Context: an optimization exercise on an open-source flow, tuned for small area. The choices shown serve that exercise and are no tape-out recipe. Function was checked by simulation only, so behaviour that the tests miss may differ from the original.

Design FNDCounter, start of the top module:
module FNDCounter(clk, rstn, clksel, ld, ld_val, seg, an);
    input clk;
    input rstn;
    input clksel;
    input ld;            
    input [31:0] ld_val;
    output [6:0] seg;    
    output [7:0] an;     
    reg [31:0] fndcnt;   
    reg [2:0]  fndsel;   
    wire fndovf1, fndovf2, refreshovf;
    Counter24 #(.W(20), .TAP(17), .JBIT(19), .TVAL(20'h71d94), .IVAL(20'h31d94)) fctr1(clk, rstn, fndovf1);
    Counter24 #(.W(19), .TAP(7),  .JBIT(3),  .TVAL(19'h28284), .IVAL(19'h28280)) fctr2(clk, rstn, fndovf2);
    Counter24 #(.W(17), .TAP(14), .JBIT(0),  .TVAL(17'h15c38), .IVAL(17'h05c38)) rctr(clk, rstn, refreshovf);
    BCDDecoder dec(.n(fndcnt), .an(an), .seg(seg));
    wire fndovf = clksel ? fndovf2 : fndovf1;
    assign an = ~(8'b1 << fndsel);
    wire [32:0] carry;
    assign carry[0] = fndovf;
    genvar i;
    generate
        for (i = 0; i < 32; i = i + 1) begin : inc
            assign carry[i+1] = carry[i] & fndcnt[i];
        end
    endgenerate
    always @(posedge clk or negedge rstn) begin
        if (!rstn)
            fndcnt <= 0;
        else
            fndcnt <= ld ? ld_val : (fndcnt ^ carry[31:0]);
    end
    always @(posedge clk or negedge rstn) begin
        if (!rstn)
            fndsel <= 0;
        else if (refreshovf)
            fndsel <= fndsel + 1;
    end
  ...
Size in the first run: about 1300 cells after synthesis, about 8100 µm² of cells after synthesis.
export LEC_CHECK = 0
export ABC_AREA = 1
export CAP_MARGIN = 20
export CORE_MARGIN = 2
export CORE_UTILIZATION = 65
export PLACE_DENSITY = 0.75
export SLEW_MARGIN = 20
create_clock -name core_clock -period 150.0 [get_ports {clk}]
standard.sh (not shown) runs the stock make flow with config.mk's settings and CLKGATE_MAP_FILE= SYNTH_SCRIPT=/design/flow/synth_recipe.tcl, a recipe that flattens the netlist after the stock synthesis.
==> flow/flow/run.sh <==
#!/bin/bash
# Layout flow: the standard flow, except that
#  - synthesis maps the logic with an area-only ABC script (flow/abc_area.script)
#    in place of ORFS's abc_area.script, which sizes cells up for speed, and
#    without mapping adders to sky130 half/full adder cells (ADDER_MAP_FILE empty),
#    so that ABC optimizes that logic with the rest;
#  - ports are buffered with sky130_fd_sc_hd__buf_1;
#  - clock tree synthesis uses clkbuf_8 and adds no dummy loads.
# Synthesis itself is ORFS's (synth_recipe.tcl), so registers keep their names and cells.
set -euo pipefail
W=$(pwd)
rm -rf "$W/scripts_custom"
cp -r "$FLOW_HOME/scripts" "$W/scripts_custom"
cp "$W/flow/abc_area.script" "$W/scripts_custom/abc_area.script"
bash standard.sh synth "SCRIPTS_DIR=$W/scripts_custom" "ADDER_MAP_FILE=" > "$W/synth.log" 2>&1
bash standard.sh finish "BUFFER_PORTS_ARGS=-buffer_cell sky130_fd_sc_hd__buf_1" "CTS_ARGS=-sink_clustering_enable -repair_clock_nets -buf_list sky130_fd_sc_hd__clkbuf_8 -dont_use_dummy_load" > "$W/finish.log" 2>&1
==> flow/flow/abc_area.script <==
strash
dc2
&get -n
&deepsyn -T 30
&put
dc2
dch -f
amap
topo
Edit:
--- a/flow/config.mk
+++ b/flow/config.mk
@@ -9,5 +9,5 @@
 export CAP_MARGIN = 20
 export CORE_MARGIN = 2
-export CORE_UTILIZATION = 65
-export PLACE_DENSITY = 0.75
+export CORE_UTILIZATION = 40
+export CTS_BUF_LIST = sky130_fd_sc_hd__clkbuf_8
 export SLEW_MARGIN = 20
=> Sequential cell count does not change. Final area goes up by 1.5%. Die area increases by about 60%. Register-to-register slack improved by 0.02 ns. Worst setup slack improves by 0.034 ns. Sequential share of layout area fell by 0.39 points. Cell count climbs by about 7%. Clock-buffer cell count does not change.
Edit:
--- a/flow/flow/run.sh
+++ b/flow/flow/run.sh
@@ -5,6 +5,5 @@
 #    without mapping adders to sky130 half/full adder cells (ADDER_MAP_FILE empty),
 #    so that ABC optimizes that logic with the rest;
-#  - ports are buffered with sky130_fd_sc_hd__buf_1;
-#  - clock tree synthesis uses clkbuf_8 and adds no dummy loads.
+#  - ports are buffered with sky130_fd_sc_hd__buf_1.
 # Synthesis itself is ORFS's (synth_recipe.tcl), so registers keep their names and cells.
 set -euo pipefail
Non-clock buffer count does not change.
Cell count does not change.
Die area is unchanged.
Core utilization does not change.
Edit:
--- a/flow/flow/run.sh
+++ b/flow/flow/run.sh
@@ -13,3 +13,3 @@
 cp "$W/flow/abc_area.script" "$W/scripts_custom/abc_area.script"
 bash standard.sh synth "SCRIPTS_DIR=$W/scripts_custom" "ADDER_MAP_FILE=" > "$W/synth.log" 2>&1
-bash standard.sh finish "BUFFER_PORTS_ARGS=-buffer_cell sky130_fd_sc_hd__buf_1" "CTS_ARGS=-sink_clustering_enable -repair_clock_nets -buf_list sky130_fd_sc_hd__clkbuf_8 -dont_use_dummy_load" > "$W/finish.log" 2>&1
+bash standard.sh finish "BUFFER_PORTS_ARGS=-buffer_cell sky130_fd_sc_hd__buf_1" > "$W/finish.log" 2>&1
After rerunning: Non-clock buffer count is unchanged. Area after synthesis does not change. Wire length hardly moves. Fmax hardly moves. Worst setup slack is worse by 0.026 ns. Hold slack is better by 0.0047 ns. Clock-buffer cell count increases by 1. Via count hardly moves. Critical path depth stays the same. Die area stays the same.

Setup of 10-17:
FNDCounter, a different RTL version from the one above (not shown whole).
For scale: roughly 1300 cells after synthesis, ~91 flip-flops, ~51 I/O pins, about 8200 µm² of cells after synthesis.
export LEC_CHECK = 0
export ABC_AREA = 1
export CAP_MARGIN = 10
export CORE_MARGIN = 2
export CORE_UTILIZATION = 40
export CTS_BUF_LIST = sky130_fd_sc_hd__clkbuf_4 sky130_fd_sc_hd__clkbuf_8
export SLEW_MARGIN = 10
create_clock -name core_clock -period 150.0 [get_ports {clk}]
==> flow/flow/run.sh <==
#!/bin/bash
# Layout flow: the standard flow, except that
#  - synthesis maps the logic with an area-only ABC script (flow/abc_area.script)
#    in place of ORFS's abc_area.script, which sizes cells up for speed, and
#    without mapping adders to sky130 half/full adder cells (ADDER_MAP_FILE empty),
#    so that ABC optimizes that logic with the rest;
#  - ports are buffered with sky130_fd_sc_hd__buf_1.
# Synthesis itself is ORFS's (synth_recipe.tcl), so registers keep their names and cells.
set -euo pipefail
W=$(pwd)
rm -rf "$W/scripts_custom"
cp -r "$FLOW_HOME/scripts" "$W/scripts_custom"
cp "$W/flow/abc_area.script" "$W/scripts_custom/abc_area.script"
bash standard.sh synth "SCRIPTS_DIR=$W/scripts_custom" "ADDER_MAP_FILE=" > "$W/synth.log" 2>&1
bash standard.sh finish "BUFFER_PORTS_ARGS=-buffer_cell sky130_fd_sc_hd__buf_1" > "$W/finish.log" 2>&1
Scripts as last shown in full above: flow/flow/abc_area.script
10-17 completed end to end with timing, DRC and antenna clean.
[inputs] 08-27 vs 10-17
diff --git a/flow/config.mk b/flow/config.mk
--- a/flow/config.mk
+++ b/flow/config.mk
@@ -7,7 +7,7 @@
 export LEC_CHECK = 0
 export ABC_AREA = 1
-export CAP_MARGIN = 10
+export CAP_MARGIN = 20
 export CORE_MARGIN = 2
 export CORE_UTILIZATION = 40
-export CTS_BUF_LIST = sky130_fd_sc_hd__clkbuf_4 sky130_fd_sc_hd__clkbuf_8
-export SLEW_MARGIN = 10
+export CTS_BUF_LIST = sky130_fd_sc_hd__clkbuf_8
+export SLEW_MARGIN = 20
==> run summary <==
08-27 did not stop at any stage, and its layout met the timing, DRC and antenna checks. As far as share of post-route cells with drive strength above 1 goes, 08-27 and 10-17 are indistinguishable; the numbers are identical. Global-route usage: 08-27 vs 10-17 identical. 10-17 -> 08-27: share of the clock period used by the worst path flat. Comparing 08-27 against 10-17, there is no change at all in share of synthesized registers carrying an async set or reset. Diff 10-17..08-27 | pin count of the biggest net entering global routing | unchanged. Non-clock buffer count came out exactly the same in 10-17 and 08-27. Reported for 10-17 and 08-27, setup slack turned out identical to the last digit.

== old ==
Another version of the RTL of FNDCounter (not shown whole).
For scale: about 1300 cells after synthesis, ~51 I/O pins, about 8000 sq um of cells after synthesis.
export LEC_CHECK = 0
export ABC_AREA = 1
export CAP_MARGIN = 20
export CORE_MARGIN = 2
export CORE_UTILIZATION = 40
export GPL_ROUTABILITY_DRIVEN = 0
export GPL_TIMING_DRIVEN = 0
export SLEW_MARGIN = 20
create_clock -name core_clock -period 150.0 [get_ports {clk}]
==> flow/flow/run.sh <==
#!/bin/bash
# Layout flow: the standard flow, except that
#  - synthesis maps the logic with an area-only ABC script (flow/abc_area.script)
#    in place of ORFS's abc_area.script, which sizes cells up for speed, and
#    without mapping adders to sky130 half/full adder cells (ADDER_MAP_FILE empty),
#    so that ABC optimizes that logic with the rest;
#  - ports are buffered with sky130_fd_sc_hd__buf_1;
#  - clock tree synthesis uses clkbuf_8 and adds no dummy loads.
# Synthesis itself is ORFS's (synth_recipe.tcl), so registers keep their names and cells.
set -euo pipefail
W=$(pwd)
rm -rf "$W/scripts_custom"
cp -r "$FLOW_HOME/scripts" "$W/scripts_custom"
cp "$W/flow/abc_area.script" "$W/scripts_custom/abc_area.script"
bash standard.sh synth "SCRIPTS_DIR=$W/scripts_custom" "ADDER_MAP_FILE=" > "$W/synth.log" 2>&1
bash standard.sh finish "BUFFER_PORTS_ARGS=-buffer_cell sky130_fd_sc_hd__buf_1" "CTS_ARGS=-sink_clustering_enable -repair_clock_nets -buf_list sky130_fd_sc_hd__clkbuf_8 -dont_use_dummy_load" > "$W/finish.log" 2>&1
Scripts as last shown in full above: flow/flow/abc_area.script
old completed every stage of the flow, and the final layout passed the timing, DRC and antenna checks.
Input changes introduced in new (baseline for comparison: old):
# old
export LEC_CHECK = 0
export ABC_AREA = 1
export CAP_MARGIN = 20
export CORE_MARGIN = 2
export CORE_UTILIZATION = 40
export GPL_ROUTABILITY_DRIVEN = 0
export GPL_TIMING_DRIVEN = 0
export SLEW_MARGIN = 20
create_clock -name core_clock -period 150.0 [get_ports {clk}]
# new
export LEC_CHECK = 0
export ABC_AREA = 1
export CAP_MARGIN = 20
export CORE_MARGIN = 2
export CORE_UTILIZATION = 40
export CTS_BUF_LIST = sky130_fd_sc_hd__clkbuf_8
export SLEW_MARGIN = 20
create_clock -name core_clock -period 150.0 [get_ports {clk}]
[summary]
- The final layout from new, which completed every stage, passed the timing, DRC and antenna checks at the end of the flow.
- Summary of new over old: register-to-register slack moved up; count of flip-flops and latches level; effective utilization at floorplan level.

re-timing with driven ports:
The flow's constraints put no driver on any port. The routed layouts listed below were extracted and timed again, unchanged, in two steps. Step 1: set_driving_cell puts a clkbuf_16 on clk and a buf_2 on each other input, an assumption about the parent block. Step 2 moves the port delays by t, midway between the first and last clock arrival at a register: inputs arrive t later, outputs are due t later. That takes back most of the time a late clock gives input paths. Slacks: no drivers / after step 1 / after step 2; pairs: no drivers / after step 1.
run | t (ns) | slack for setup (ns) | worst hold slack (ns)
the first run of note 1 | 0.405 | 105.817 / 105.781 / 106.186 | 0.351 / 0.351 / 0.351
the second run of note 1 | 0.408 | 105.851 / 105.806 / 106.214 | 0.345 / 0.345 / 0.345
the third run of note 1 | 0.408 | 105.851 / 105.806 / 106.214 | 0.345 / 0.345 / 0.345
the fourth run of note 1 | 0.426 | 105.825 / 105.780 / 106.207 | 0.349 / 0.349 / 0.349
10-17 | 0.416 | 106.095 / 106.053 / 106.469 | 0.364 / 0.364 / 0.364
08-27 | 0.416 | 106.095 / 106.053 / 106.469 | 0.364 / 0.364 / 0.364
old | 0.371 | 105.679 / 105.646 / 106.017 | 0.348 / 0.348 / 0.348
new | 0.384 | 105.930 / 105.891 / 106.276 | 0.339 / 0.339 / 0.339
After both steps setup and hold are still met in every run listed.
